This design comes from an exercise in tuning for small area, a short achievable clock period and few clock cycles per item on the open sky130 flow, not from production work.
Only simulation tests tie the RTL to the original design; equivalence was not proved.
No activity file was given, so power comes from the tool's default toggle rates.

==> flow/design.v <==
`timescale 1ns / 1ps
module p_datapath(clk, comp, gate_x_n, gate_y_n, data_ina, data_inb, key_ina, key_inb, cipher_out);
input clk, comp, gate_x_n, gate_y_n, data_ina, data_inb;
input [63:0] key_ina, key_inb;
output [127:0] cipher_out;
wire [63:0] Xout_a, Xout_b, Yout_a, Yout_b;
data_share2 share_a(.clk(clk), .comp(comp), .data_in(data_ina), .key_in(key_ina),
		    .X_out(Xout_a), .Y_out(Yout_a), .X_in(Xout_b));
data_share2 share_b(.clk(clk), .comp(comp), .data_in(data_inb), .key_in(key_inb),
		    .X_out(Xout_b), .Y_out(Yout_b), .X_in(Xout_a));
wire [127:0] gate = ~{{64{gate_x_n}}, {64{gate_y_n}}};
wire [127:0] res1 = {Xout_a, Yout_a} & gate;
wire [127:0] res2 = {Xout_b, Yout_b} & gate;
assign cipher_out = res1 ^ res2;
endmodule
module data_share2(clk, comp, data_in, key_in, X_out, Y_out, X_in);
input clk, comp, data_in;
input [63:0] key_in;
input [63:0] X_in;
output [63:0] X_out, Y_out;
localparam [63:0] PX = 64'haaaaaaaaaaaaaaaa;
localparam [63:0] PY = ~PX;
reg [63:0] Xs, Ys;
wire [63:0] X = Xs ^ PX;
wire [63:0] Y = Ys ^ PY;
wire [63:0] XL1 = {X[62:0], X[63]};
wire [63:0] XL2 = {X[61:0], X[63:62]};
wire [63:0] XL8 = {X[55:0], X[63:56]};
wire [63:0] XoL8 = {X_in[55:0], X_in[63:56]};
wire [63:0] own = XL1 & XL8;
wire [63:0] xprod = XL1 & XoL8;
always@(posedge clk)
begin
	if (comp) begin
		Xs <= (Y ^ XL2 ^ own ^ xprod ^ key_in) ^ PX;
		Ys <= X ^ PY;
	end
	else begin
		{Xs, Ys} <= {data_in, X, Y[63:1]} ^ {PX, PY};
	end
end
assign X_out = X;
assign Y_out = Y;
endmodule
`timescale 1ns / 1ps
module p_keysch10(clk, comp, load_key, z, data_in, key_out);
input clk, comp, load_key, z, data_in;
output [63:0] key_out;
localparam [63:0] PX = 64'haaaaaaaaaaaaaaaa;
localparam [63:0] PY = ~PX;
reg [63:0] KXs, KYs;
wire [63:0] KX = KXs ^ PX;
wire [63:0] KY = KYs ^ PY;
localparam [63:0] c = 64'hfffffffffffffffc;
always@(posedge clk)
begin
	if (comp) begin
		KXs <= (c ^ {63'd0, z} ^ KY ^ {KX[2:0],KX[63:3]} ^ {KX[3:0],KX[63:4]}) ^ PX;
		KYs <= KX ^ PY;
	end
	else begin
		{KXs, KYs} <= {load_key ? data_in : KY[0], KX, KY[63:1]} ^ {PX, PY};
	end
end
assign key_out = KY;
endmodule
`timescale 1ns / 1ps
module p_keysch11(clk, comp, load_key, data_in, key_out);
input clk, comp, load_key, data_in;
output [63:0] key_out;
localparam [63:0] PX = 64'haaaaaaaaaaaaaaaa;
localparam [63:0] PY = ~PX;
reg [63:0] KXs, KYs;
wire [63:0] KX = KXs ^ PX;
wire [63:0] KY = KYs ^ PY;
always@(posedge clk)
begin
	if (comp) begin
		KXs <= (KY ^ {KX[2:0],KX[63:3]} ^ {KX[3:0],KX[63:4]}) ^ PX;
		KYs <= KX ^ PY;
	end
	else begin
		{KXs, KYs} <= {load_key ? data_in : KY[0], KX, KY[63:1]} ^ {PX, PY};
	end
end
assign key_out = KY;
endmodule
`timescale 1ns / 1ps
module simon2share(clk, data_ina, data_inb, data_rdy, cipher_out, Done);
input clk;
input data_ina, data_inb;
input [1:0] data_rdy;
output [127:0] cipher_out;
output reg Done;
localparam [0:127] ZN = {67'b0101111011100000011010010011000101000010001111110010110110011101011, 60'd0, 1'b1};
reg [6:0] counter;	 
reg comp;		 
reg last_n, done_n;
wire load_key = (data_rdy == 2);
always @(posedge clk)
begin
	if (data_rdy == 0 || data_rdy == 2)
		counter <= 0;
	else
		counter <= counter + 1;
end
always @(posedge clk)
begin
	comp <= (data_rdy == 1 && counter == 127) || (data_rdy == 3 && comp);
	Done <= (data_rdy == 3) && comp && (counter == 67);
	done_n <= !((data_rdy == 3) && comp && (counter == 67));
	last_n <= !((data_rdy == 3) && ((comp && counter == 66) || !last_n));
end
reg z;
always @(posedge clk)
	z <= ZN[counter];
wire [63:0] keya, keyb;
p_datapath mydatapath(.clk(clk), .comp(comp), .gate_x_n(last_n), .gate_y_n(done_n),
		      .data_ina(data_ina), .data_inb(data_inb),
		      .key_ina(keya), .key_inb(keyb),
		      .cipher_out(cipher_out));
p_keysch10 mykeysch_a(.clk(clk), .comp(comp), .load_key(load_key), .z(z),
		      .data_in(data_ina), .key_out(keya));
p_keysch11 mykeysch_b(.clk(clk), .comp(comp), .load_key(load_key),
		      .data_in(data_inb), .key_out(keyb));
endmodule
export LEC_CHECK = 0
export CAP_MARGIN = 20
export CORE_MARGIN = 2
export CORE_UTILIZATION = 60
export PLACE_DENSITY = 0.75
export SETUP_SLACK_MARGIN = 2.45
export SLEW_MARGIN = 20
create_clock -name core_clock -period 5.0 [get_ports {clk}]
standard.sh (not shown) runs the stock make flow with config.mk's settings and CLKGATE_MAP_FILE= SYNTH_SCRIPT=/design/flow/synth_recipe.tcl, a recipe that flattens the netlist after the stock synthesis.
==> flow/flow/run.sh <==
#!/bin/bash
# Standard ORFS layout (the standard.sh) with two changes to buffering:
#  - ports get a buf_2 as port buffer instead of the default cell;
#  - after global placement, each output-gate flip-flop (done_n, last_n) gets a
#    two-level buffer tree: one buffer per cluster of its loads (gate_tree.tcl).
# make's full output goes to standard.log; ORFS keeps per-step logs in orfs/logs.
set -uo pipefail
here=$(pwd)
export BUFFER_PORTS_ARGS="-buffer_cell sky130_fd_sc_hd__buf_2"
export POST_GLOBAL_PLACE_TCL="$here/flow/gate_tree.tcl"
export GATE_TREE_FLOPS='done_n$_DFF_P_ last_n$_DFF_P_'
export GATE_TREE_FANOUT=16
export GATE_TREE_CELL=sky130_fd_sc_hd__buf_4
bash standard.sh > standard.log 2>&1
Other scripts of this flow, unchanged in this note and not shown: flow/flow/gate_tree.tcl
Testbench counts at the start, summed over its fixed seeds: cycles 20,800, items 64.
Change:
CORE_UTILIZATION = 70   (was 60)
CTS_CLUSTER_DIAMETER = 90   (was unset)
CTS_CLUSTER_SIZE = 28   (was unset)
PLACE_DENSITY = 0.82   (was 0.75)
SETUP_SLACK_MARGIN = 2.5   (was 2.45)
The changed run completed without violations.
Design area fell by 1.7%.
Routed wire length rose by 6.8%.
Worst setup slack loses 0.093 ns.
First-iteration DRC count rose by 12%.
Non-clock buffer count rose by 16.
Change:
CORE_UTILIZATION = 60   (was 70)
CTS_CLUSTER_DIAMETER = unset   (was 90)
CTS_CLUSTER_SIZE = unset   (was 28)
PLACE_DENSITY = 0.75   (was 0.82)
SETUP_SLACK_MARGIN = 2.2   (was 2.5)
Effect: First-iteration DRC count shrinks by a quarter to a third. Die area grows by about a fifth. Power grows by a quarter to a third. Design area shrinks by a few percent. Sequential power barely changes. Clock skew shrinks by 0.0080 ns. Count of clock-buffer cells in the layout grows by 59. Critical path depth shrinks by 1. Synthesized area is unchanged. Wire length shrinks by roughly a tenth. Setup slack gets worse by 0.098 ns.
Change:
CORE_UTILIZATION = 70   (was 60)
CTS_CLUSTER_DIAMETER = 90   (was unset)
CTS_CLUSTER_SIZE = 28   (was unset)
PLACE_DENSITY = 0.82   (was 0.75)
SETUP_SLACK_MARGIN = 2.6   (was 2.2)
Outcome: Clock power shrinks by well over a third; core utilization grows by 15 points; clock-buffer cell count drops by 59; critical path depth rose by 1; routed wire length rises by roughly a tenth.

Setup of build 51:
RTL: the design.v shown in full above, as it stands there.
Settings: LEC_CHECK=0, CAP_MARGIN=20, CORE_MARGIN=2, CORE_UTILIZATION=70, CTS_CLUSTER_DIAMETER=90, CTS_CLUSTER_SIZE=28, PLACE_DENSITY=0.82, SETUP_SLACK_MARGIN=2.45, SLEW_MARGIN=20; clock period 5.0 ns.
==> flow/flow/run.sh <==
#!/bin/bash
# Standard ORFS layout (the standard.sh) with two changes to buffering:
#  - ports get a buf_2 as port buffer instead of the default cell;
#  - after global placement, each output-gate flip-flop (done_n, last_n) gets a
#    two-level buffer tree: one buffer per cluster of its loads (gate_tree.tcl).
# make's full output goes to standard.log; ORFS keeps per-step logs in orfs/logs.
set -uo pipefail
here=$(pwd)
export BUFFER_PORTS_ARGS="-buffer_cell sky130_fd_sc_hd__buf_2"
export POST_GLOBAL_PLACE_TCL="$here/flow/gate_tree.tcl"
export GATE_TREE_FLOPS='done_n$_DFF_P_ last_n$_DFF_P_'
export GATE_TREE_FANOUT=10
export GATE_TREE_CELL=sky130_fd_sc_hd__buf_4
bash standard.sh > standard.log 2>&1
==> flow/flow/gate_tree.tcl <==
# Build a two-level buffer tree for each output-gate net: the gate flip-flop
# drives one buffer per cluster of loads, placed at the cluster's centre.
proc gate_tree_kmeans {pts k} {
  # pts: list of {x y}; returns list of cluster indices
  set n [llength $pts]
  set cent {}
  for {set c 0} {$c < $k} {incr c} {
    lappend cent [lindex [lsort -real -index 2 [lmap p $pts {list {*}$p [expr {atan2([lindex $p 1]-0.0, [lindex $p 0]-0.0)}]}]] [expr {($c * $n) / $k}]]
  }
  set cent [lmap c $cent {lrange $c 0 1}]
  set asg [lrepeat $n 0]
  for {set it 0} {$it < 30} {incr it} {
    set i 0
    foreach p $pts {
      set best 0; set bd 1e30
      set c 0
      foreach q $cent {
        set d [expr {abs([lindex $p 0]-[lindex $q 0]) + abs([lindex $p 1]-[lindex $q 1])}]
        if {$d < $bd} { set bd $d; set best $c }
        incr c
      }
      lset asg $i $best
      incr i
    }
    set newc {}
    for {set c 0} {$c < $k} {incr c} {
      set sx 0.0; set sy 0.0; set m 0
      set i 0
      foreach p $pts {
        if {[lindex $asg $i] == $c} { set sx [expr {$sx + [lindex $p 0]}]; set sy [expr {$sy + [lindex $p 1]}]; incr m }
        incr i
      }
      if {$m > 0} { lappend newc [list [expr {$sx/$m}] [expr {$sy/$m}]] } else { lappend newc [lindex $cent $c] }
    }
    set cent $newc
  }
  return [list $asg $cent]
}

proc gate_tree {flop_name per_buf cell} {
  set block [ord::get_db_block]
  set dbu [$block getDbUnitsPerMicron]
  set inst [$block findInst $flop_name]
  if {$inst == "NULL"} { puts "gate_tree: no instance $flop_name"; return }
  set net [[$inst findITerm Q] getNet]
  # drop buffers already hanging on the net, so the tree sees the real loads
  for {set pass 0} {$pass < 8} {incr pass} {
    set bufs {}
    foreach it [$net getITerms] {
      if {[$it isOutputSignal]} continue
      set li [$it getInst]
      set m [$li getMaster]
      if {[string match "*__buf_*" [$m getName]] || [string match "*__clkbuf_*" [$m getName]]} {
        set onet [[$li findITerm X] getNet]
        # keep port buffers
        if {[llength [$onet getBTerms]] > 0} continue
        lappend bufs [get_cells [$li getName]]
      }
    }
    if {[llength $bufs] == 0} break
    remove_buffers $bufs
    set net [[$inst findITerm Q] getNet]
  }
  set pins {}; set pts {}
  foreach it [$net getITerms] {
    if {[$it isOutputSignal]} continue
    set li [$it getInst]
    set loc [$it getAvgXY]
    if {[lindex $loc 0] == 0} { set b [$li getBBox]; set loc [list 1 [expr {([$b xMin]+[$b xMax])/2}] [expr {([$b yMin]+[$b yMax])/2}]] }
    lappend pins "[$li getName]/[[$it getMTerm] getName]"
    lappend pts [list [expr {double([lindex $loc 1])/$dbu}] [expr {double([lindex $loc 2])/$dbu}]]
  }
  set n [llength $pins]
  set k [expr {max(1, int(ceil(double($n) / $per_buf)))}]
  puts "gate_tree: $flop_name net [$net getName] loads $n clusters $k"
  lassign [gate_tree_kmeans $pts $k] asg cent
  for {set c 0} {$c < $k} {incr c} {
    set lp {}
    set i 0
    foreach p $pins { if {[lindex $asg $i] == $c} { lappend lp [get_pins $p] }; incr i }
    if {[llength $lp] == 0} continue
    set xy [lindex $cent $c]
    insert_buffer -buffer_cell $cell -net [get_nets [$net getName]] -load_pins $lp -location $xy
  }
}

# Hook body (sourced after global placement): one tree per output-gate flop.
foreach flop $::env(GATE_TREE_FLOPS) {
  gate_tree $flop $::env(GATE_TREE_FANOUT) $::env(GATE_TREE_CELL)
}
The final layout from build 51, which completed every stage, passed the timing, DRC and antenna checks at the end of the flow.
Testbench counts of build 51, summed over its fixed seeds: cycles 20,800, items 64.
Edits applied to the flow inputs when going from build 51 to build 11:
- TNS_END_PERCENT newly set to 5
diff --git a/flow/flow/run.sh b/flow/flow/run.sh
--- a/flow/flow/run.sh
+++ b/flow/flow/run.sh
@@ -11,3 +11,3 @@
 export GATE_TREE_FLOPS='done_n$_DFF_P_ last_n$_DFF_P_'
-export GATE_TREE_FANOUT=10
+export GATE_TREE_FANOUT=16
 export GATE_TREE_CELL=sky130_fd_sc_hd__buf_4
### Flow results
Core utilization: build 11 lower than build 51. Delta (build 11 minus build 51): area of placed instances comparable, flip-flop and latch count comparable, post-cts resize count now sits lower. Diff build 51 -> build 11: total net switching power shows a reduction of 0.038 mW; count of non-CTS buffers in the layout shows a reduction of 24; met1 wire length dropped 450 um.
Inputs modified between build 11 and build 38:
- TNS_END_PERCENT removed (was 5)
### Flow results
Build 38 completed every stage of the flow, and the final layout passed the timing, DRC and antenna checks. Higher number of gates resized after cts goes to build 38 over build 11. Build 38 vs build 11: final wirelength up by a few percent. Build 11 -> build 38: synthesized cell count delta 0, exact match. Build 38 vs. build 11: number of placed instances, taps included ~0 delta, met3 demand-to-capacity share in global routing +0.31 points, wire length per cell +0.45 um.
Setup changes, build 38 to build 18
- changing SETUP_SLACK_MARGIN from 2.45 to 2.4
==> comparison <==
- Cmp build 38 and build 18 / ratio of cells with drive above 1 in the final layout / higher: build 38
- Build 18 vs. build 38: setup slack fell 56 ps, register share of the cell area rose 0.29 points.
- Summary of build 18 over build 38: worst relative slew slack decreased by 1.4 points relative to the old numbers; vertical extent of the die has remained practically unchanged; maximum vdd ir drop did not really move.

## oak
Starts from the design.v that is shown in full above.
clock: 5.0 ns
lec_check: 0
cap_margin: 20
core_margin: 2
core_utilization: 70
cts_cluster_diameter: 80
cts_cluster_size: 24
place_density: 0.82
setup_slack_margin: 2.45
slew_margin: 20
==> flow/flow/run.sh <==
#!/bin/bash
# Standard ORFS layout (the standard.sh) with changes to buffering only:
#  - ports get a buf_2 as port buffer instead of the default cell;
#  - after global placement (post_gp.tcl):
#    * each output-gate flip-flop (done_n, last_n) gets a two-level buffer
#      tree, one buffer per cluster of its loads (gate_tree.tcl);
#    * each output's share-combining XOR that also feeds the round logic gets
#      a private copy placed at the output gate (clone_out.tcl).
# make's full output goes to standard.log; ORFS keeps per-step logs in orfs/logs.
set -uo pipefail
here=$(pwd)
export FLOW_DIR_V="$here/flow"
export BUFFER_PORTS_ARGS="-buffer_cell sky130_fd_sc_hd__buf_2"
export POST_GLOBAL_PLACE_TCL="$here/flow/post_gp.tcl"
export GATE_TREE_FLOPS='done_n$_DFF_P_ last_n$_DFF_P_'
export GATE_TREE_FANOUT=16
export GATE_TREE_CELL=sky130_fd_sc_hd__buf_4
bash standard.sh > standard.log 2>&1
Other scripts of this flow, unchanged in this note and not shown: flow/flow/clone_out.tcl, flow/flow/gate_tree.tcl, flow/flow/post_gp.tcl
Testbench counts of oak, summed over its fixed seeds: cycles 20,800, items 64.
--- input diff oak..pine ---
--- a/flow/config.mk
+++ b/flow/config.mk
@@ -8,8 +8,8 @@
 export CAP_MARGIN = 20
 export CORE_MARGIN = 2
-export CORE_UTILIZATION = 70
-export CTS_CLUSTER_DIAMETER = 80
-export CTS_CLUSTER_SIZE = 24
-export PLACE_DENSITY = 0.82
+export CORE_UTILIZATION = 75
+export CTS_CLUSTER_DIAMETER = 90
+export CTS_CLUSTER_SIZE = 28
+export PLACE_DENSITY = 0.86
 export SETUP_SLACK_MARGIN = 2.45
 export SLEW_MARGIN = 20
From oak to pine the numbers moved as follows: sequential share of layout area rose by 0.57 points; part of the cycle the worst path needs essentially unchanged; layout buffer count excluding clock buffers dropped 2.6%.
Core util | pine vs oak | pine higher
From oak to pine the numbers moved as follows: horizontal extent of the die now sits lower, critical path depth now sits lower, worst slew slack as a fraction of its limit now sits lower.
> inputs changed (pine -> birch)
--- a/flow/config.mk
+++ b/flow/config.mk
@@ -8,8 +8,8 @@
 export CAP_MARGIN = 20
 export CORE_MARGIN = 2
-export CORE_UTILIZATION = 75
+export CORE_UTILIZATION = 70
 export CTS_CLUSTER_DIAMETER = 90
 export CTS_CLUSTER_SIZE = 28
-export PLACE_DENSITY = 0.86
+export PLACE_DENSITY = 0.82
 export SETUP_SLACK_MARGIN = 2.45
 export SLEW_MARGIN = 20
## What came out
pine: done, clean on timing, DRC and antenna
No stage failed in birch, and the final checks on the layout all came back clean.
pine → birch: number of standard cells in the layout, taps in and fillers out went up, internal power contribution did not really move, leakage component of the power did not really move.
The aggregate routed wire length on birch is in line with that on pine.
Looking only at highest clock frequency the design can meet, and setting everything else aside, the higher value of pine and birch goes to birch.
Diff birch..pine | worst hold slack after final layout | negligible
Diff pine -> birch: wire length on met1 moved up; met2 track demand over resource moved down.
Diff pine -> birch: share of power burned in the clock network held; area of all placed cells without fillers ~0 delta.
| global routing usage summed across all routing layers | higher: pine |
Modified inputs, maple compared to birch
--- a/flow/config.mk
+++ b/flow/config.mk
@@ -12,4 +12,4 @@
 export CTS_CLUSTER_SIZE = 28
 export PLACE_DENSITY = 0.82
-export SETUP_SLACK_MARGIN = 2.45
+export SETUP_SLACK_MARGIN = 2.4
 export SLEW_MARGIN = 20
### Flow results
[compare] base=birch new=maple: count of instances resized after the clock tree is built -25, critical path data arrival time +0.02 ns, via count ~0 delta, hold slack ~0 delta.
Higher minimum clock period among birch and maple: maple
The worst-case setup margin in the final layout reported for maple is smaller than that of birch by 0.015 ns.
The buffering overhead on birch is in line with that on maple.

-- port drivers added, routing unchanged --
Ports are ideal in the flow. The routed layouts listed here were re-timed in OpenROAD. Step 1 (the two cells are an assumption about what drives the block):
set clk [get_ports {clk}]
set_driving_cell -lib_cell sky130_fd_sc_hd__clkbuf_16 $clk
set_driving_cell -lib_cell sky130_fd_sc_hd__buf_2 [delete_from_list [all_inputs] $clk]
Step 2 also shifts input and output timing later by t, the mid clock arrival at the registers, as if the neighbouring blocks saw the same clock. Slacks: no drivers / after step 1 / after step 2; pairs: no drivers / after step 1.
run | shift t [ns] | setup slack, ns | worst slew at a driven data input, ns | cell pins on the clock port's net
the first run of note 1 | 0.640 | 2.457 / 2.402 / 2.907 | 0.03 | 1
the second run of note 1 | 0.602 | 2.364 / 2.307 / 2.732 | 0.03 | 1
the third run of note 1 | 0.639 | 2.266 / 2.209 / 2.849 | 0.03 | 1
the fourth run of note 1 | 0.601 | 2.451 / 2.394 / 2.785 | 0.03 | 1
build 51 | 0.603 | 2.451 / 2.396 / 2.814 | 0.03 | 1
build 11 | 0.599 | 2.341 / 2.286 / 2.807 | 0.03 | 1
build 38 | 0.599 | 2.482 / 2.427 / 2.735 | 0.03 | 1
build 18 | 0.603 | 2.426 / 2.370 / 2.806 | 0.03 | 1
oak | 0.613 | 2.445 / 2.391 / 2.735 | 0.03 | 1
pine | 0.609 | 2.445 / 2.390 / 2.738 | 0.03 | 1
birch | 0.600 | 2.457 / 2.403 / 2.832 | 0.03 | 1
maple | 0.599 | 2.442 / 2.388 / 2.834 | 0.03 | 1
After both steps every run listed still meets setup and hold.
